This is an optimization exercise on Yosys and OpenROAD, whose aim is small area and a short achievable clock period, not a production implementation. At most, simulation tests tie the RTL to the original design; equivalence was not proved. Function not checked in run 2: the RTL went through the layout flow alone. No driver is modelled on the clock port, so clock power and skew are understated where the tree is cut down; a real chip needs a root buffer or a tree. Power is estimated from default activity; no workload was simulated.

==> flow/design.v <==
module moving_avg_filt(
  input clk,
  input signed [7:0] signal_in,
  output reg signed [7:0] signal_out
  );
  parameter N = 64;  
  reg signed [7:0] q [0:N-1];
  reg [7:0] ss;
  reg [7:0] sc;
  reg [5:0] hi;
  reg ca;
  reg cb;
  reg [13:0] acc;
  reg [5:0] phase;
  reg load_a;
  reg pre_b;
  reg load_b;
  reg keep;
  reg clear;
  integer i;
  wire [7:0] xu = {~signal_in[7], signal_in[6:0]};       
  wire [7:0] q0u = {~q[0][7], q[0][6:0]};                
  wire [7:0] yn = {q[N-1][7], ~q[N-1][6:0]};             
  wire [7:0] a = load_a ? acc[7:0] : ss;
  wire [7:0] b = load_b ? q0u : sc;
  wire [7:0] r1c = load_b ? 8'd0 : yn;
  wire [7:0] s1 = a ^ b ^ r1c;
  wire [8:0] c1 = {(a & b) | (a & r1c) | (b & r1c), keep};    
  wire [7:0] s2 = s1 ^ c1[7:0] ^ xu;
  wire [8:0] c2 = {(s1 & c1[7:0]) | (s1 & xu) | (c1[7:0] & xu), 1'b0};
  wire [5:0] hi_up = hi + 6'd1;
  wire [5:0] hi_dn = hi - 6'd1;
  wire [5:0] hi_next = load_a ? {~acc[13], acc[12:8]} :
                       (ca & cb) ? hi_up : ((ca | cb) ? hi : hi_dn);
  wire [8:0] lo_sum = {1'b0, ss} + {1'b0, sc};
  wire [1:0] cab = {ca & cb, ca ^ cb};
  wire [1:0] cab1 = {ca | cb, ~(ca ^ cb)};       
  wire [5:0] hi_c0 = hi + {4'd0, cab};
  wire [5:0] hi_c1 = hi + {4'd0, cab1};
  wire [5:0] hi_sum = lo_sum[8] ? hi_c1 : hi_c0;
  wire [7:0] acc_lo = clear ? 8'd0 : acc[7:0];
  wire [8:0] alo = {1'b0, acc_lo} + {1'b0, q0u};
  wire [5:0] ahi_up = acc[13:8] + 6'd1;
  wire [5:0] ahi = clear ? 6'd0 : (alo[8] ? ahi_up : acc[13:8]);
  always @(posedge clk) begin
    q[0] <= signal_in;
    for (i = 0; i < N - 1; i = i + 1)
      q[i + 1] <= q[i];
    phase <= phase + 6'd1;
    load_a <= (phase == 6'd62);
    pre_b <= (phase == 6'd61);
    load_b <= pre_b;
    keep <= (phase != 6'd62);
    clear <= (phase == 6'd0);
    ss <= s2;
    sc <= c2[7:0];
    ca <= c1[8];
    cb <= c2[8];
    hi <= hi_next;
    acc <= {ahi, alo[7:0]};
    signal_out <= {hi_sum, lo_sum[7:6]};
  end
endmodule
==> flow/flow/run.sh <==
#!/bin/bash
# Standard ORFS layout (standard synthesis unchanged) with port buffers of a
# plain buffer cell, no CTS dummy loads, a tighter setup repair target, and
# the clock tree reshaped after CTS (flow/clocktree.tcl).
set -euo pipefail
bash standard.sh \
  BUFFER_PORTS_ARGS="-buffer_cell sky130_fd_sc_hd__buf_2" \
  CTS_ARGS="-sink_clustering_enable -repair_clock_nets -dont_use_dummy_load -sink_clustering_size 16 -sink_clustering_max_diameter 45 -buf_list {sky130_fd_sc_hd__clkbuf_8}" \
  POST_CTS_TCL="$PWD/flow/clocktree.tcl" \
  SETUP_SLACK_MARGIN=5.6 \
  finish > flow.log 2>&1
==> flow/flow/clocktree.tcl <==
# Reshape the clock tree that CTS built into two levels of equal depth:
# 1. every clock buffer that the root buffer drives and that itself drives
#    only clock buffers is taken out; the leaf buffers it drove move up to the
#    root's net;
# 2. the leaf buffers are split into NROOT groups by position, and each group
#    gets a root buffer of its own, placed at the group's centre and fed by
#    the clock port.
# Every register's clock still passes exactly one root and one leaf buffer.
set nroot 4
set block [ord::get_db_block]
set clk_net [$block findNet clk]
set root ""
foreach it [$clk_net getITerms] {
  if {[$it isInputSignal]} { set root [$it getInst] }
}
set root_in [$root findITerm A]
set root_out [[$root findITerm X] getNet]
set removed 0
foreach it [$root_out getITerms] {
  set inst [$it getInst]
  if {$inst == $root} { continue }
  set x [$inst findITerm X]
  if {$x == "NULL" || $x == ""} { continue }
  set out [$x getNet]
  set loads {}
  set all_bufs 1
  foreach lt [$out getITerms] {
    if {[$lt getInst] == $inst} { continue }
    if {![string match "sky130_fd_sc_hd__clkbuf_*" [[[$lt getInst] getMaster] getName]]} { set all_bufs 0 }
    lappend loads $lt
  }
  if {!$all_bufs} { continue }
  foreach lt $loads {
    $lt disconnect
    $lt connect $root_out
  }
  $x disconnect
  $it disconnect
  odb::dbInst_destroy $inst
  odb::dbNet_destroy $out
  incr removed
}
puts "clocktree.tcl: removed $removed branch clock buffers"

# leaf buffers now on the root's net, with their centres
set leaves {}
foreach it [$root_out getITerms] {
  set inst [$it getInst]
  if {$inst == $root} { continue }
  set bb [$inst getBBox]
  lappend leaves [list $it [expr {([$bb xMin] + [$bb xMax]) / 2}] [expr {([$bb yMin] + [$bb yMax]) / 2}]]
}
set n [llength $leaves]
# k-means on leaf positions, seeded by the leaves sorted by angle round the centre
set cx 0; set cy 0
foreach l $leaves { set cx [expr {$cx + [lindex $l 1]}]; set cy [expr {$cy + [lindex $l 2]}] }
set cx [expr {double($cx) / $n}]; set cy [expr {double($cy) / $n}]
set byang [lsort -real -index 3 [lmap l $leaves { list {*}$l [expr {atan2([lindex $l 2] - $cy, [lindex $l 1] - $cx)}] }]]
set cent {}
for {set g 0} {$g < $nroot} {incr g} {
  set l [lindex $byang [expr {int(($g + 0.5) * $n / $nroot)}]]
  lappend cent [list [lindex $l 1] [lindex $l 2]]
}
for {set iter 0} {$iter < 20} {incr iter} {
  set grp {}
  foreach l $leaves {
    set best 0; set bd 1e30
    for {set g 0} {$g < $nroot} {incr g} {
      set dx [expr {[lindex $l 1] - [lindex $cent $g 0]}]
      set dy [expr {[lindex $l 2] - [lindex $cent $g 1]}]
      set dd [expr {$dx * $dx + $dy * $dy}]
      if {$dd < $bd} { set bd $dd; set best $g }
    }
    lappend grp $best
  }
  set newc {}
  for {set g 0} {$g < $nroot} {incr g} {
    set sx 0; set sy 0; set k 0
    foreach l $leaves gg $grp { if {$gg == $g} { set sx [expr {$sx + [lindex $l 1]}]; set sy [expr {$sy + [lindex $l 2]}]; incr k } }
    if {$k == 0} { lappend newc [lindex $cent $g] } else { lappend newc [list [expr {$sx / $k}] [expr {$sy / $k}]] }
  }
  set cent $newc
}
# the root buffers are the strongest clock buffer, whatever CTS used
set master [[ord::get_db] findMaster sky130_fd_sc_hd__clkbuf_16]
$root swapMaster $master
for {set g 0} {$g < $nroot} {incr g} {
  if {$g == 0} {
    set inst $root
    set net $root_out
  } else {
    set inst [odb::dbInst_create $block $master "clkbuf_root_$g"]
    set net [odb::dbNet_create $block "clknet_root_$g"]
    $net setSigType CLOCK
    [$inst findITerm A] connect $clk_net
    [$inst findITerm X] connect $net
  }
  set k 0
  foreach l $leaves gg $grp {
    if {$gg != $g} { continue }
    incr k
    if {$g != 0} { [lindex $l 0] disconnect; [lindex $l 0] connect $net }
  }
  set w [$master getWidth]; set h [$master getHeight]
  $inst setLocation [expr {int([lindex $cent $g 0] - $w / 2)}] [expr {int([lindex $cent $g 1] - $h / 2)}]
  $inst setPlacementStatus PLACED
  puts "clocktree.tcl: root $g drives $k leaf buffers"
}
detailed_placement
estimate_parasitics -placement
report_clock_skew
==> flow/standard.sh <==
#!/bin/bash
# synth_recipe.tcl (not shown) runs the flow's synth.tcl, then flattens the netlist and writes it again
# the make line also repeats each setting of config.mk as NAME=value (left out here)
make -C /OpenROAD-flow-scripts/flow DESIGN_CONFIG=/design/flow/config.mk WORK_HOME=/design/flow/orfs CLKGATE_MAP_FILE= SYNTH_SCRIPT=/design/flow/synth_recipe.tcl "${@:-finish}"
==> flow/config.mk <==
export PLATFORM = sky130hd
export DESIGN_NAME = moving_avg_filt
export DESIGN_NICKNAME = moving_avg_filt
export VERILOG_FILES = /design/flow/design.v
export SDC_FILE = /design/flow/constraint.sdc
export NUM_CORES = 4
export LEC_CHECK = 0
export ABC_CLOCK_PERIOD_IN_PS = 2000
export CAP_MARGIN = 20
export CORE_MARGIN = 2
export CORE_UTILIZATION = 60
export HOLD_SLACK_MARGIN = 0
export PLACE_DENSITY = 0.75
export SLEW_MARGIN = 20
==> flow/constraint.sdc <==
create_clock -name core_clock -period 8.0 [get_ports {clk}]
set_input_delay 1.6000 -clock core_clock [delete_from_list [all_inputs] [get_ports {clk}]]
set_output_delay 1.6000 -clock core_clock [all_outputs]
set_load 0.01 [all_outputs]
==> results of run 1 <==
[cells in the final DEF, fill, tap and decap left out, types with 7 or more instances in the layout]
cell type and n:
dfxtp_1 549, clkbuf_8 40, inv_1 28, ha_1 21, nor2_1 19, fa_1 17
mux2_2 16, xnor2_1 14, nand2_1 13, buf_2 13, dfxtp_2 12, a21oi_1 11
nor2b_1 9, xor2_1 7, nand3_1 7, o21ai_0 7
[path summary, 6_finish.rpt]
| kind | endpoint | start | slack (ns) | depth (start not counted) |
|---|---|---|---|---|
| worst max-delay path | signal_out[6] | signal_out[6] | 5.65 | 1 |
| worst min-delay path | q[9][1] | q[8][1] | 0.26 | 0 |
| worst max register to register | signal_out[6] | ss[2] | 5.67 | 10 |
| worst min register to register | q[9][1] | q[8][1] | 0.26 | 0 |
[layout make-up, clock buffers not listed]
class	count	area share [%]
buffer	3	0.5181
tap	280	2.418
inverter	28	0.7254
sequential	568	79.02
multi-input combinational	192	12.61
timing repair buffer	17	0.7340
[report_power, final]
group	switching, mW	internal [mW]
combinational	0.431	0.419
clock	0.751	0.541
sequential	0.124	3.09
[cell families (layout without fill, tap and decap cells)]
group | Yosys count | in the layout
DFF | 568 | 568
xor gates and xnor gates | 21 | 21
buffers and inverters | 33 | 89
adders and majority gates | 46 | 46
AOI/OAI and AO/OA | 37 | 37
muxes | 20 | 20
and+or+nand+nor | 68 | 68
[state kept, by name (all words and copies together) (netlist names), 6 cells and up]
register,flops
q,512
acc,14
sc,7
signal_out,8
hi,6
phase,6
ss,8
[metal layers]
metal  track usage [%]  vias up
met3             4.522       41
met2             20.65       65
met1             19.81     2367
met4             6.834        0
li1                  -     2599
met5                 0        -
[per-stage QoR]
step / setup WS (ns) / util [%] / std cells / hold WS, ns / total power [mW]
2_1_floorplan: 5.687 / - / 793 / 0.3096 / 3.794
3_3_place_gp: 5.515 / 62.88 / 1084 / 0.3105 / 3.946
3_5_place_dp: 5.435 / 62.88 / 1084 / 0.3121 / 4.000
5_1_grt: 5.522 / 66.60 / 1129 / 0.2473 / 5.634
6_report: 5.649 / 66.60 / 1129 / 0.2606 / 5.359
==> results_dict.tcl, run 1 <==
set metrics [dict create \
    slowest_delay_ns 0.34 \
    worstPathArrival_ns 0.75 \
    die_h_um 152.7 \
    nFillCells 1424 \
    fin_area_um2 14490 \
    syn_area_um2 13270 \
    start_util_pct 60.98 \
    synth-seq-area-share_pct 86.16 \
    ioPinCount 17 \
    grt_pass1_wl_mm 26.34 \
    synth_mux_area_share_pct 1.697 \
    dieArea_um2 23320 \
    path_buf_inv 1 \
    hold_viol_final 0 \
    yosys-top-cells-area "dfxtp_1 (85%), fa_1 (2.9%), ha_1 (2.5%), edfxtp_1 (1.4%), mux2_2 (1.4%)" \
    synth_xor_area_share_pct 1.386 \
    cp-end-kind "primary output" \
    synth_nets 848 \
    power_density_nw_per_um2 369.9 \
    wirelength_met1_mm 8.059 \
    worstPathRequired_ns 6.40 \
    status "complete, no violations" \
    cts_sinks 568 \
    multiInputGateArea_um2 1827 \
    power.leakage_nw 6.009 \
    wl_met2_mm 6.749 \
    setup_viol 0 \
    drive_gt1_share_pct 13.07 \
    rsz0062_at_grt "true" \
    rows 54 \
    synthFlopType "dfxtp_1" \
    ys_ff_latch 568 \
    cap_violations 0 \
    route.detailed.drc 0 \
    crit_family "flip-flops" \
    nets 906 \
    vdd_drop_max_v 0.0001570 \
    seqCellArea_um2 11450 \
    skew_ns 0.07805 \
    synth.most_common_cell "dfxtp_1" \
    path_clk_slew_ns 0.09 \
    drt_iter0_markers 168 \
    startpoint_type "flip-flop" \
    clkLatencyLatePin_ns 0.36 \
    ys.warnings.count 2 \
    synth_cells 793 \
    synth_top_family_by_area "adder cells" \
    fmax_mhz 425.4 \
    slew_violations 0 \
    syn2layout_area_growth_pct 9.204 \
    via_per_inst 4.492 \
    slowest_stage "dfxtp_2" \
    synthArstFlopShare_pct 0 \
    postRouteAntennaNets 0 \
    vias 5072 \
    tns_ns 0 \
    period_share_pct 29.38 \
    routed_wl_mm 15.85 \
    ys_top_cells_by_count "dfxtp_1 (562), inv_1 (28), ha_1 (27)" \
    place_area_um2 13680 \
    num_antenna_cells 0 \
    worst_slew_pin_slew_ns 0.4413 \
    synth_compound_area_share_pct 1.839 \
    hpwl_mm 9.106 \
    grt_pass1_vias 5383 \
    cp_max_fo 1 \
    synth-edff-count 6 \
    dieWidth_um 152.7 \
    firstDrtPassIters 5 \
    yosysUniqueCellTypes 38 \
    synthAdderAreaFrac_pct 5.413 \
    post-route-min-period_ns 2.351 \
    avgRoutedWirePerCell_um 14.04 \
    antenna_found_initial 0 \
    setup.worst_path.class "reg -> out" \
    synth.top_cell.area_share_pct 84.80 \
    wl_met3_um 569 \
    syn_avg_cell_area_um2 16.73 \
    synth_area_leader_cell "dfxtp_1" \
    place_congestion 0.8030 \
    io_buffers 16 \
    grt_util_all_layers_pct 14.31 \
    coreArea_um2 21760 \
    grt_max_degree 22 \
    worst_hold_path_type "reg -> reg" \
    timing.slew.headroom_pct 70.20 \
    top_layer_used "met4" \
    cp_cell_sequence "buf_6" \
    yosys.area_share.simple_pct 2.575 \
    grt_overflow_total 0 \
]
==> inputs of run 2 (changes only) <==
--- a/flow/design.v
+++ b/flow/design.v
@@ -15,7 +15,6 @@
   reg load_a;
   reg pre_b;
   reg load_b;
-  reg keep;
   reg clear;
   integer i;
   wire [7:0] xu = {~signal_in[7], signal_in[6:0]};       
@@ -25,7 +24,7 @@
   wire [7:0] b = load_b ? q0u : sc;
   wire [7:0] r1c = load_b ? 8'd0 : yn;
   wire [7:0] s1 = a ^ b ^ r1c;
-  wire [8:0] c1 = {(a & b) | (a & r1c) | (b & r1c), keep};    
+  wire [8:0] c1 = {(a & b) | (a & r1c) | (b & r1c), ~load_b};    
   wire [7:0] s2 = s1 ^ c1[7:0] ^ xu;
   wire [8:0] c2 = {(s1 & c1[7:0]) | (s1 & xu) | (c1[7:0] & xu), 1'b0};
   wire [5:0] hi_up = hi + 6'd1;
@@ -50,7 +49,6 @@
     load_a <= (phase == 6'd62);
     pre_b <= (phase == 6'd61);
     load_b <= pre_b;
-    keep <= (phase != 6'd62);
     clear <= (phase == 6'd0);
     ss <= s2;
     sc <= c2[7:0];
==> flow/flow/run.sh (replaced) <==
#!/bin/bash
# Standard ORFS layout (standard synthesis unchanged) with port buffers of a
# plain buffer cell, no CTS dummy loads, a tighter setup repair target, and
# the clock tree reshaped after CTS (flow/clocktree.tcl).
set -euo pipefail
bash standard.sh \
  BUFFER_PORTS_ARGS="-buffer_cell sky130_fd_sc_hd__buf_2" \
  CTS_ARGS="-sink_clustering_enable -repair_clock_nets -dont_use_dummy_load -sink_clustering_size 28 -sink_clustering_max_diameter 60 -buf_list {sky130_fd_sc_hd__clkbuf_16}" \
  POST_CTS_TCL="$PWD/flow/clocktree.tcl" \
  SETUP_SLACK_MARGIN=5.6 \
  finish > flow.log 2>&1
--- a/flow/flow/clocktree.tcl
+++ b/flow/flow/clocktree.tcl
@@ -81,9 +81,7 @@
   }
   set cent $newc
 }
-# the root buffers are the strongest clock buffer, whatever CTS used
-set master [[ord::get_db] findMaster sky130_fd_sc_hd__clkbuf_16]
-$root swapMaster $master
+set master [$root getMaster]
 for {set g 0} {$g < $nroot} {incr g} {
   if {$g == 0} {
     set inst $root
==> results_dict.tcl, run 2 <==
set metrics [dict create \
    status "complete, no violations" \
    r2r_setup_slack_ns 5.49 \
    avgRoutedWirePerCell_um 15.00 \
    fmax_mhz 398.6 \
    yosys-top-cells-area "dfxtp_1 (84%), fa_1 (2.9%), ha_1 (2.5%), mux2_2 (1.6%), edfxtp_1 (1.4%)" \
    syn_area_um2 13330 \
    cp_max_fo 3 \
    path_clk_slew_ns 0.09 \
    largest_register_ffs 512 \
    antenna_found_initial 0 \
    syn2layout_area_growth_pct 10.24 \
    slew_violations 0 \
    dieArea_um2 23430 \
    grt_util_all_layers_pct 15.29 \
    period_share_pct 31.36 \
    cp-end-kind "flip-flop" \
    synth-edff-count 6 \
    firstDrtPassIters 6 \
    post-route-min-period_ns 2.509 \
    vias 5165 \
    drive_gt1_share_pct 13.09 \
    setup.worst_path.class "reg -> reg" \
    startpoint_type "flip-flop" \
    power.leakage_nw 6.145 \
    yosysUniqueCellTypes 40 \
    top_regs "q x512, acc x14" \
    worst_slew_pin_slew_ns 0.4443 \
    nets 905 \
    worstPathRequired_ns 8.25 \
    io_buffers 16 \
    synth.most_common_cell "dfxtp_1" \
    min_to "q[12][5]" \
    grt_max_degree 29 \
    r2r_end "signal_out[6]" \
    routed_wl_mm 16.92 \
    wirelength_met1_mm 8.700 \
    route.detailed.drc 0 \
    synth.top_cell.area_share_pct 84.25 \
    synthArstFlopShare_pct 0 \
    top_layer_used "met4" \
    hp-start "q[11][5]" \
    r2r_start "sc[3]" \
    drt_iter0_markers 248 \
    p_sw_mw 1.306 \
    grt_pass1_vias 5364 \
    hold_viol_final 0 \
    sw_frac_of_total_pct 23.87 \
    vdd_drop_max_v 0.0001971 \
    clkLatencyLatePin_ns 0.35 \
    synth_cells 795 \
    p_seq_share_pct 58.5 \
    coreArea_um2 21820 \
    worstPathArrival_ns 2.76 \
    synthFlopType "dfxtp_1" \
    start_util_pct 61.08 \
    pre_cts_ws_ns 5.356 \
    hpwl_mm 9.698 \
    ys_ff_latch 567 \
    grt_overflow_total 0 \
    timing.slew.headroom_pct 70.38 \
    rows 54 \
    p_int_mw 4.167 \
    skew_ns 0.06222 \
    power_frac_comb_pct 15.8 \
    setup_viol 0 \
    postRouteAntennaNets 0 \
    final_cell_mix "dfxtp_1 (552), clkbuf_16 (29), inv_1 (22), ha_1 (22)" \
    grt_pass1_wl_mm 27.99 \
    ys.warnings.count 2 \
    pwr-share-clk_pct 25.6 \
    ys_top_cells_by_count "dfxtp_1 (561), ha_1 (27), inv_1 (25)" \
    setup_slack_ns 5.491 \
    worstRegToRegCells 10 \
    ioPinCount 17 \
    num_antenna_cells 0 \
    rsz0062_at_grt "true" \
    power_density_nw_per_um2 372.5 \
    die_h_um 153.1 \
    tns_ns 0 \
    place_congestion 0.7594 \
    synth_nets 850 \
    worst_hold_path_type "reg -> reg" \
    wl_met3_um 602 \
    whs_path_depth 0 \
    wl_met2_mm 7.234 \
    synth-seq-area-share_pct 85.60 \
    regMostFlops "q" \
    synth_area_leader_cell "dfxtp_1" \
    utilization_pct 67.34 \
    cap_violations 0 \
    final_common_cell "dfxtp_1" \
    syn_avg_cell_area_um2 16.77 \
    via_per_inst 4.579 \
    cts_sinks 567 \
    dieWidth_um 153.1 \
]
[run 2: changes by cell type in the layout (fill, tap and decap cells not counted), moves of 4 or more]
cell       delta
inv_1         -6
buf_4        +12
clkbuf_8     -40
dfxtp_2       -4
xnor2_1       -4
xor2_1        +4
clkbuf_16    +25
[run 2: cell type report, clock buffers not listed]
type	count	area, um^2
sequential	567	11420
inverter	25	93.84
timing repair buffer	30	188.9
buffer	3	75.07
tap	280	350.3
multi-input combinational	197	1912
fill	1471	7128
[run 2: kinds of logic after synthesis]
group                    synth area share (%)
flip-flops                              85.60
AND/OR/NAND/NOR                         2.816
multiplexers                            1.840
buffers and inverters                  0.8729
AO/OA/AOI/OAI                           2.103
adder cells (fa/ha/maj)                 5.388
XOR/XNOR                                1.380
[run 2: power groups by stage]
stage | registers, mW | clock network, mW | logic [mW]
2_1_floorplan | 3.22 | 0 | 0.560
3_3_place_gp | 3.25 | 0 | 0.715
3_5_place_dp | 3.25 | 0 | 0.754
5_1_grt | 3.23 | 1.53 | 0.971
6_report | 3.20 | 1.40 | 0.867
[run 2: worst max path at each step]
stage	start	end	slack [ns]	depth (start not counted)
detailed placement	clear	acc[8]	5.36	9
global route	sc[3]	signal_out[6]	5.41	11
floorplan	ss[6]	signal_out[6]	5.64	10
finish	sc[3]	signal_out[6]	5.49	10
global placement	clear	acc[8]	5.40	9
[run 2: metrics by stage]
| step | instance area, um^2 | total power [mW] | std cells | hold slack, ns |
|---|---|---|---|---|
| final | 14700 | 5.474 | 1128 | 0.2854 |
| after global routing | 14700 | 5.730 | 1128 | 0.2898 |
| after detailed placement | 13740 | 4.008 | 1085 | 0.3121 |
| after global placement | 13740 | 3.964 | 1085 | 0.3106 |
| after floorplan | 13330 | 3.780 | 795 | 0.3096 |
[run 2: routing by layer]
metal | up-vias | global-route usage (%)
met5 | - | 0
met4 | 0 | 5.071
met3 | 34 | 4.565
met2 | 75 | 22.15
met1 | 2435 | 22.24
li1 | 2621 | -
[run 2: critical path, stage by stage (launching register included)]
cell	delay, ns
dfxtp_2	0.35
ha_4	0.24
a21oi_2	0.13
nand2_1	0.08
a211o_1	0.31
a21o_1	0.24
buf_4	0.14
mux2_2	0.27
fa_2	0.38
nor2_4	0.11
xor2_1	0.15
==> inputs of run 3 (changes only) <==
--- a/flow/design.v
+++ b/flow/design.v
@@ -15,6 +15,7 @@
   reg load_a;
   reg pre_b;
   reg load_b;
+  reg keep;
   reg clear;
   integer i;
   wire [7:0] xu = {~signal_in[7], signal_in[6:0]};       
@@ -24,7 +25,7 @@
   wire [7:0] b = load_b ? q0u : sc;
   wire [7:0] r1c = load_b ? 8'd0 : yn;
   wire [7:0] s1 = a ^ b ^ r1c;
-  wire [8:0] c1 = {(a & b) | (a & r1c) | (b & r1c), ~load_b};    
+  wire [8:0] c1 = {(a & b) | (a & r1c) | (b & r1c), keep};    
   wire [7:0] s2 = s1 ^ c1[7:0] ^ xu;
   wire [8:0] c2 = {(s1 & c1[7:0]) | (s1 & xu) | (c1[7:0] & xu), 1'b0};
   wire [5:0] hi_up = hi + 6'd1;
@@ -49,6 +50,7 @@
     load_a <= (phase == 6'd62);
     pre_b <= (phase == 6'd61);
     load_b <= pre_b;
+    keep <= (phase != 6'd62);
     clear <= (phase == 6'd0);
     ss <= s2;
     sc <= c2[7:0];
==> results_dict.tcl, run 3 <==
set metrics [dict create \
    clkLatencyLatePin_ns 0.34 \
    setup_viol 0 \
    grt_overflow_total 0 \
    routed_wl_mm 15.84 \
    synth_area_leader_cell "dfxtp_1" \
    synthFlopType "dfxtp_1" \
    slowest_stage "dfxtp_2" \
    worst-path-stages 1 \
    cp_cell_sequence "buf_6" \
    regMostFlops "q" \
    pre_cts_ws_ns 5.435 \
    use_met2_pct 21.50 \
    worstPathArrival_ns 0.76 \
    dieArea_um2 23320 \
    drt_iter0_markers 204 \
    fmax_mhz 424.1 \
    nets 889 \
    cap_violations 0 \
    final_common_cell "dfxtp_1" \
    hold_viol_final 0 \
    path_buf_inv 1 \
    vias 5004 \
    synth.most_common_cell "dfxtp_1" \
    grt_pass1_wl_mm 26.21 \
    worstRegToRegCells 5 \
    slew_violations 0 \
    synthArstFlopShare_pct 0 \
    cts_sinks 568 \
    syn_area_um2 13270 \
    antenna_found_initial 0 \
    grt_util_all_layers_pct 14.27 \
    grt_use_met3_pct 3.953 \
    worst_slew_pin_slew_ns 0.4440 \
    top_regs "q x512, acc x14" \
    cp-endpoint "signal_out[1]" \
    timing.slew.headroom_pct 70.01 \
    die_h_um 152.7 \
    dieWidth_um 152.7 \
    via_per_inst 4.500 \
    io_buffers 16 \
    tns_ns 0 \
    route.detailed.drc 0 \
    worstPathRequired_ns 6.40 \
    coreArea_um2 21760 \
    grt_max_degree 29 \
    startpoint_type "flip-flop" \
    ioPinCount 17 \
    worst_hold_slack_ns 0.2782 \
    skew_ns 0.04030 \
    r2r_start "load_a" \
    setup.worst_path.class "reg -> out" \
    synth-edff-count 6 \
    num_antenna_cells 0 \
    place_congestion 0.8030 \
    setup_slack_ns 5.642 \
    ys_ff_latch 568 \
    slowest_delay_ns 0.32 \
    firstDrtPassIters 4 \
    grt_pass1_vias 5221 \
    vdd_drop_max_v 0.0002011 \
    whs_path_depth 0 \
    path_clk_slew_ns 0.09 \
    power_density_nw_per_um2 370.4 \
    post-route-min-period_ns 2.358 \
    crit_family "flip-flops" \
    synth.top_cell.area_share_pct 84.80 \
    hpwl_mm 9.106 \
    status "complete, no violations" \
    ys.warnings.count 2 \
    r2r_setup_slack_ns 5.73 \
    power.leakage_nw 6.001 \
    syn2layout_area_growth_pct 8.732 \
    final_cell_mix "dfxtp_1 (556), inv_1 (28), clkbuf_16 (27), ha_1 (25), nor2_1 (19)" \
    r2r_end "ss[0]" \
    syn_avg_cell_area_um2 16.73 \
    synth_nets 848 \
    startpoint "signal_out[1]" \
    yosysUniqueCellTypes 38 \
    power_mw 5.343 \
    drive_gt1_share_pct 9.736 \
    cp_max_fo 1 \
    start_util_pct 60.98 \
    period_share_pct 29.47 \
    grt_util_met1_pct 19.84 \
    utilization_pct 66.31 \
    yosys-top-cells-area "dfxtp_1 (85%), fa_1 (2.9%), ha_1 (2.5%), edfxtp_1 (1.4%), mux2_2 (1.4%)" \
    synth-seq-area-share_pct 86.16 \
    rsz0062_at_grt "true" \
    avgRoutedWirePerCell_um 14.24 \
    largest_register_ffs 512 \
    ys_top_cells_by_count "dfxtp_1 (562), inv_1 (28), ha_1 (27)" \
    worst_hold_path_type "reg -> reg" \
    synth_cells 793 \
    cp-end-kind "primary output" \
    grt.busiest_layer "met2" \
    postRouteAntennaNets 0 \
    rows 54 \
]
-- run 3: where the power goes --
part | internal, mW | leakage (nW) | switching, mW
Clock | 0.608 | 0.333 | 0.747
Combinational | 0.378 | 0.909 | 0.407
Sequential | 3.09 | 4.76 | 0.113
Total | 4.08 | 6.00 | 1.27
-- run 3: how the worst min path moves through the flow --
stage | from | end | slack [ns]
floorplan | pre_b | load_b | 0.31
global placement | q[62][7] | q[63][7] | 0.31
detailed placement | q[20][6] | q[21][6] | 0.31
global route | q[23][1] | q[24][1] | 0.29
finish | q[25][5] | q[26][5] | 0.28
-- run 3: cells by family (layout without fill, tap and decap cells) --
logic type	count (synthesis)	after routing	share of synthesized area [%]
AO/OA/AOI/OAI	37	37	1.839
XOR/XNOR	21	21	1.386
adder cells (fa/ha/maj)	46	46	5.413
buffers and inverters	33	72	0.9335
flip-flops	568	568	86.16
multiplexers	20	20	1.697
AND/OR/NAND/NOR	68	68	2.574
-- run 3: layout make-up, clock buffers not listed --
cell class                 count  area (um^2)
tap                          280        350.3
inverter                      28        105.1
buffer                         3        75.07
multi-input combinational    192         1754
sequential                   568        11440
fill                        1437         7330
timing repair buffer          17        100.1
-- run 3: per-layer routing --
metal / part of all wire, % / wire length, um
met1: 50 / 7985
met2: 44 / 6991
met3: 3.1 / 494
met4: 2.3 / 367
met5: 0 / 0
-- run 3: stage by stage --
step	area, um^2	instances
2_1_floorplan	13270	793
3_3_place_gp	13680	1084
6_report	14430	1112
5_1_grt	14430	1112
3_5_place_dp	13680	1084
==> inputs of run 4 (changes only) <==
--- a/flow/flow/run.sh
+++ b/flow/flow/run.sh
@@ -7,5 +7,5 @@
   BUFFER_PORTS_ARGS="-buffer_cell sky130_fd_sc_hd__buf_2" \
   CTS_ARGS="-sink_clustering_enable -repair_clock_nets -dont_use_dummy_load -sink_clustering_size 28 -sink_clustering_max_diameter 60 -buf_list {sky130_fd_sc_hd__clkbuf_16}" \
   POST_CTS_TCL="$PWD/flow/clocktree.tcl" \
-  SETUP_SLACK_MARGIN=5.6 \
+  SETUP_SLACK_MARGIN=5.7 \
   finish > flow.log 2>&1
==> results_dict.tcl, run 4 <==
set metrics [dict create \
    status "complete, no violations" \
    cts_sinks 568 \
    route.detailed.drc 0 \
    num_antenna_cells 0 \
    synth_cells 793 \
    cp_max_fo 1 \
    power_density_nw_per_um2 374.0 \
    grt_max_degree 29 \
    via_per_inst 4.603 \
    worst_hold_path_type "reg -> reg" \
    top_regs "q x512, acc x14" \
    dieWidth_um 152.7 \
    path_buf_inv 1 \
    final_common_cell "dfxtp_1" \
    coreArea_um2 21760 \
    worstPathRequired_ns 6.40 \
    setup_viol 0 \
    fin_area_um2 14550 \
    largest_register_ffs 512 \
    syn_area_um2 13270 \
    synth_area_leader_cell "dfxtp_1" \
    io_buffers 16 \
    skew_ns 0.05267 \
    final_cell_mix "dfxtp_1 (553), clkbuf_16 (28), inv_1 (25), ha_1 (22), nor2_1 (18)" \
    hpwl_mm 9.434 \
    slowest_stage "dfxtp_1" \
    syn_avg_cell_area_um2 16.73 \
    postRouteAntennaNets 0 \
    avgRoutedWirePerCell_um 14.36 \
    synth-edff-count 6 \
    ioPinCount 17 \
    place_congestion 0.7914 \
    firstDrtPassIters 6 \
    nets 893 \
    slowest_delay_ns 0.31 \
    cp-end-kind "primary output" \
    grt_util_all_layers_pct 14.73 \
    synth.top_cell.area_share_pct 84.80 \
    clkLatencyLatePin_ns 0.34 \
    place_area_um2 13690 \
    path_clk_slew_ns 0.09 \
    vias 5137 \
    worst_slew_pin_slew_ns 0.4153 \
    fmax_mhz 423.2 \
    syn2layout_area_growth_pct 9.628 \
    yosys-top-cells-area "dfxtp_1 (85%), fa_1 (2.9%), ha_1 (2.5%), edfxtp_1 (1.4%), mux2_2 (1.4%)" \
    ys_top_cells_by_count "dfxtp_1 (562), inv_1 (28), ha_1 (27)" \
    period_share_pct 29.53 \
    slew_violations 0 \
    cap_violations 0 \
    setup.worst_path.class "reg -> out" \
    rows 54 \
    post-route-min-period_ns 2.363 \
    synth_nets 848 \
    post-place-cells 1084 \
    crit_family "flip-flops" \
    synthFlopType "dfxtp_1" \
    drt_iter0_markers 173 \
    antenna_found_initial 0 \
    power.leakage_nw 6.024 \
    grt_overflow_total 0 \
    synthArstFlopShare_pct 0 \
    yosysUniqueCellTypes 38 \
    timing.slew.headroom_pct 72.32 \
    ys_ff_latch 568 \
    die_h_um 152.7 \
    drive_gt1_share_pct 11.72 \
    cp_cell_sequence "buf_2" \
    vdd_drop_max_v 0.0001925 \
    synth-seq-area-share_pct 86.16 \
    start_util_pct 60.98 \
    synth.most_common_cell "dfxtp_1" \
    dieArea_um2 23320 \
    tns_ns 0 \
    hold_viol_final 0 \
    regMostFlops "q" \
    ys.warnings.count 2 \
    grt_pass1_wl_mm 27.35 \
    grt_pass1_vias 5415 \
    startpoint_type "flip-flop" \
    fin_cells 1116 \
    routed_wl_mm 16.03 \
    worstPathArrival_ns 0.76 \
    rsz0062_at_grt "true" \
]
-- run 4: cell counts after synthesis --
Identical to the previous run, type by type.
-- run 4: area by class of cell, clock buffers not listed --
cell class | instances | area, um^2
Multi-Input combinational cell | 192 | 1819
Buffer | 3 | 75.07
Timing Repair Buffer | 20 | 122.6
Tap cell | 280 | 350.3
Sequential cell | 568 | 11450
Fill cell | 1464 | 7211
Inverter | 28 | 105.1
-- run 4: worst paths after layout --
kind                               startpoint            end  slack, ns  cells past startpoint
worst max-delay path            signal_out[3]  signal_out[3]       5.64                      1
worst min-delay path                 q[33][0]       q[34][0]       0.26                      0
worst max register to register          sc[3]  signal_out[6]       5.71                     10
worst min register to register       q[33][0]       q[34][0]       0.26                      0
-- run 4: routing by layer --
layer  up-vias  part of all wire (%)  routed length [um]  GRT usage (%)
met1      2468                    50                7955          20.67
met4         0                   2.2                 351          4.894
met2        63                    44                7116          22.46
li1       2576                     -                   -              -
met3        30                   3.8                 607          4.039
met5         -                     0                   0              0
-- run 4: report_power, final --
group | switching [mW] | internal, mW | leakage (nW)
clock | 0.745 | 0.629 | 0.345
combinational | 0.425 | 0.428 | 0.919
sequential | 0.121 | 3.09 | 4.76
-- run 4: per-stage QoR --
step | worst slack (ns) | hold WS, ns | utilization, % | power, mW
finish | 5.637 | 0.2622 | 66.86 | 5.439
detailed placement | 5.382 | 0.3121 | 62.91 | 4.003
global route | 5.599 | 0.2625 | 66.86 | 5.722
global placement | 5.437 | 0.3107 | 62.91 | 3.957
floorplan | 5.740 | 0.3096 | - | 3.800
-- run 4: cell families after synthesis --
| family | count (synthesis) | share of synthesized area [%] |
|---|---|---|
| adder cells (fa/ha/maj) | 46 | 5.413 |
| AND/OR/NAND/NOR | 68 | 2.574 |
| flip-flops | 568 | 86.16 |
| XOR/XNOR | 21 | 1.386 |
| multiplexers | 20 | 1.697 |
| buffers and inverters | 33 | 0.9335 |
| AO/OA/AOI/OAI | 37 | 1.839 |
==> inputs of run 5 (changes only) <==
--- a/flow/flow/run.sh
+++ b/flow/flow/run.sh
@@ -7,5 +7,5 @@
   BUFFER_PORTS_ARGS="-buffer_cell sky130_fd_sc_hd__buf_2" \
   CTS_ARGS="-sink_clustering_enable -repair_clock_nets -dont_use_dummy_load -sink_clustering_size 28 -sink_clustering_max_diameter 60 -buf_list {sky130_fd_sc_hd__clkbuf_16}" \
   POST_CTS_TCL="$PWD/flow/clocktree.tcl" \
-  SETUP_SLACK_MARGIN=5.7 \
+  SETUP_SLACK_MARGIN=5.6 \
   finish > flow.log 2>&1
--- a/flow/config.mk
+++ b/flow/config.mk
@@ -8,7 +8,7 @@
 export ABC_CLOCK_PERIOD_IN_PS = 2000
 export CAP_MARGIN = 20
 export CORE_MARGIN = 2
-export CORE_UTILIZATION = 60
+export CORE_UTILIZATION = 70
 export HOLD_SLACK_MARGIN = 0
-export PLACE_DENSITY = 0.75
+export PLACE_DENSITY = 0.85
 export SLEW_MARGIN = 20
==> results_dict.tcl, run 5 <==
set metrics [dict create \
    setup_viol 0 \
    rsz0062_at_grt "true" \
    slew_violations 0 \
    synthFlopType "dfxtp_1" \
    period_share_pct 30.75 \
    grt_pass1_wl_mm 30.91 \
    synth_top_family_by_area "adder cells" \
    ys.warnings.count 2 \
    worst_slew_pin_slew_ns 0.4586 \
    synthAdderAreaFrac_pct 5.413 \
    regMostFlops "q" \
    synth-edff-count 6 \
    worst_hold_slack_ns 0.2604 \
    synthArstFlopShare_pct 0 \
    synth_area_leader_cell "dfxtp_1" \
    fin_area_um2 14460 \
    dieArea_um2 20070 \
    status "complete, no violations" \
    skew_ns 0.06947 \
    startpoint "ss[3]" \
    top_regs "q x512, acc x14" \
    via_per_inst 4.934 \
    die_h_um 141.7 \
    worstPathRequired_ns 8.20 \
    power_density_nw_per_um2 383.8 \
    syn_area_um2 13270 \
    synth_mux_area_share_pct 1.697 \
    drt_iter0_markers 293 \
    drive_gt1_share_pct 11.04 \
    power_mw 5.549 \
    yosysUniqueCellTypes 38 \
    postRouteAntennaNets 0 \
    tns_ns 0 \
    synth.most_common_cell "dfxtp_1" \
    setup.worst_path.class "reg -> reg" \
    cts_sinks 568 \
    startpoint_type "flip-flop" \
    grt_max_degree 29 \
    synth_nets 848 \
    ys_top_cells_by_count "dfxtp_1 (562), inv_1 (28), ha_1 (27)" \
    synth_cells 793 \
    power.leakage_nw 6.019 \
    synth-seq-area-share_pct 86.16 \
    syn_avg_cell_area_um2 16.73 \
    timing.slew.headroom_pct 69.43 \
    clkLatencyLatePin_ns 0.35 \
    cp_max_fo 2 \
    place_area_um2 13620 \
    avgRoutedWirePerCell_um 19.19 \
    final_common_cell "dfxtp_1" \
    firstDrtPassIters 4 \
    ioPinCount 17 \
    hpwl_mm 10.13 \
    start_util_pct 71.17 \
    r2r_start "ss[3]" \
    vias 5265 \
    yosys-top-cells-area "dfxtp_1 (85%), fa_1 (2.9%), ha_1 (2.5%), edfxtp_1 (1.4%), mux2_2 (1.4%)" \
    ys_ff_latch 568 \
    final_cell_mix "dfxtp_1 (552), clkbuf_16 (27), inv_1 (26), ha_1 (23), nor2_1 (19)" \
    grt_util_all_layers_pct 20.63 \
    hold_viol_final 0 \
    nets 890 \
    path_clk_slew_ns 0.10 \
    cp-end-kind "flip-flop" \
    yosys.area_share.simple_pct 2.575 \
    synth.top_cell.area_share_pct 84.80 \
    synth_compound_area_share_pct 1.839 \
    grt_overflow_total 0 \
    antenna_found_initial 0 \
    dieWidth_um 141.7 \
    io_buffers 16 \
    worst_hold_path_type "reg -> reg" \
    routed_wl_mm 20.48 \
    vdd_drop_max_v 0.0002443 \
    syn2layout_area_growth_pct 8.968 \
    post-route-min-period_ns 2.460 \
    cap_violations 0 \
    fmax_mhz 406.5 \
    place_congestion 0.7509 \
    hp-start "q[5][5]" \
    route.detailed.drc 0 \
    num_antenna_cells 0 \
    worstPathArrival_ns 2.66 \
    coreArea_um2 18640 \
    largest_register_ffs 512 \
    synth_xor_area_share_pct 1.386 \
    rows 50 \
    grt_pass1_vias 5687 \
]
-- run 5: cell count changes in the layout (fill, tap and decap cells not counted), sizes merged --
cell	change
buf	-2
clkbuf	-1
-- run 5: power breakdown --
part | switching [mW] | internal [mW]
registers | 0.136 | 3.09
clock network | 0.783 | 0.610
logic | 0.483 | 0.446
-- run 5: cell families after synthesis --
kind of cell	Yosys count
flip-flops	568
AND/OR/NAND/NOR	68
adder cells (fa/ha/maj)	46
AO/OA/AOI/OAI	37
buffers and inverters	33
XOR/XNOR	21
multiplexers	20
-- run 5: cell type report, clock buffers not listed --
class | instances | area [um^2]
Tap cell | 234 | 292.8
Multi-Input combinational cell | 192 | 1812
Sequential cell | 568 | 11450
Fill cell | 974 | 4185
Buffer | 3 | 75.07
Timing Repair Buffer | 18 | 126.4
Inverter | 28 | 105.1
-- run 5: worst max-delay path, cell delays in order (launching register included) --
cell and delay, ns:
dfxtp_2 0.36, ha_4 0.26, a21oi_4 0.17, a21oi_4 0.08
a311oi_2 0.26, buf_4 0.17, mux2i_1 0.27, ha_1 0.31
a21o_1 0.19, nand4_1 0.11, xnor2_1 0.13
-- run 5: path summary, 6_finish.rpt --
check,to,cells past startpoint,slack (ns)
worst max-delay path,signal_out[7],10,5.54
worst min-delay path,q[6][5],0,0.26
worst max register to register,signal_out[7],10,5.54
worst min register to register,q[6][5],0,0.26
-- run 5: through the flow --
| stage | instances | utilization [%] | worst slack (ns) |
|---|---|---|---|
| 5_1_grt | 1067 | 77.55 | 5.429 |
| 3_5_place_dp | 1038 | 73.07 | 5.371 |
| 6_report | 1067 | 77.55 | 5.540 |
| 2_1_floorplan | 793 | - | 5.687 |
| 3_3_place_gp | 1038 | 73.07 | 5.479 |
-- run 5: metal layers --
layer / vias up / share of wire [%] / wire [um] / global-route usage (%)
met5: - / 0 / 0 / 0
met4: 0 / 3.6 / 745 / 7.895
met3: 44 / 3.0 / 606 / 3.037
met2: 103 / 52 / 10610 / 36.00
met1: 2543 / 42 / 8521 / 26.36
li1: 2575 / - / - / -

==> port drivers added, routing unchanged <==
Ports are ideal in the flow. The routed layouts listed here were re-timed in OpenROAD. Step 1, drivers: a clkbuf_16 drives clk and a buf_2 each remaining input, both assumed. Step 2 times the ports against the registers' clock, not the clock port: input delays grow and output delays shrink by t, the midpoint of the rising clock arrivals with the driver on. Slacks: ideal ports / drivers / drivers and shift; pairs: ideal ports / drivers.
run | t, ns | slack for setup (ns) | hold WS [ns] | worst setup path after step 2 | clock arrival spread, ns
run 1 | 0.415 | 5.649 / 5.553 / 5.589 | 0.261 / 0.260 / 0.260 | input to register | 0.080 / 0.079
run 2 | 0.419 | 5.491 / 5.491 / 5.491 | 0.285 / 0.286 / 0.286 | register to register | 0.065 / 0.065
run 3 | 0.423 | 5.642 / 5.546 / 5.557 | 0.278 / 0.278 / 0.278 | input to register | 0.049 / 0.050
run 4 | 0.413 | 5.637 / 5.542 / 5.612 | 0.262 / 0.262 / 0.262 | input to register | 0.066 / 0.067
run 5 | 0.413 | 5.540 / 5.508 / 5.535 | 0.260 / 0.260 / 0.260 | input to register | 0.075 / 0.075
After both steps every run listed still meets setup and hold. The setup slack of run 3, which loses most, moves by -0.096 ns with the drivers and by -0.085 ns with both steps.
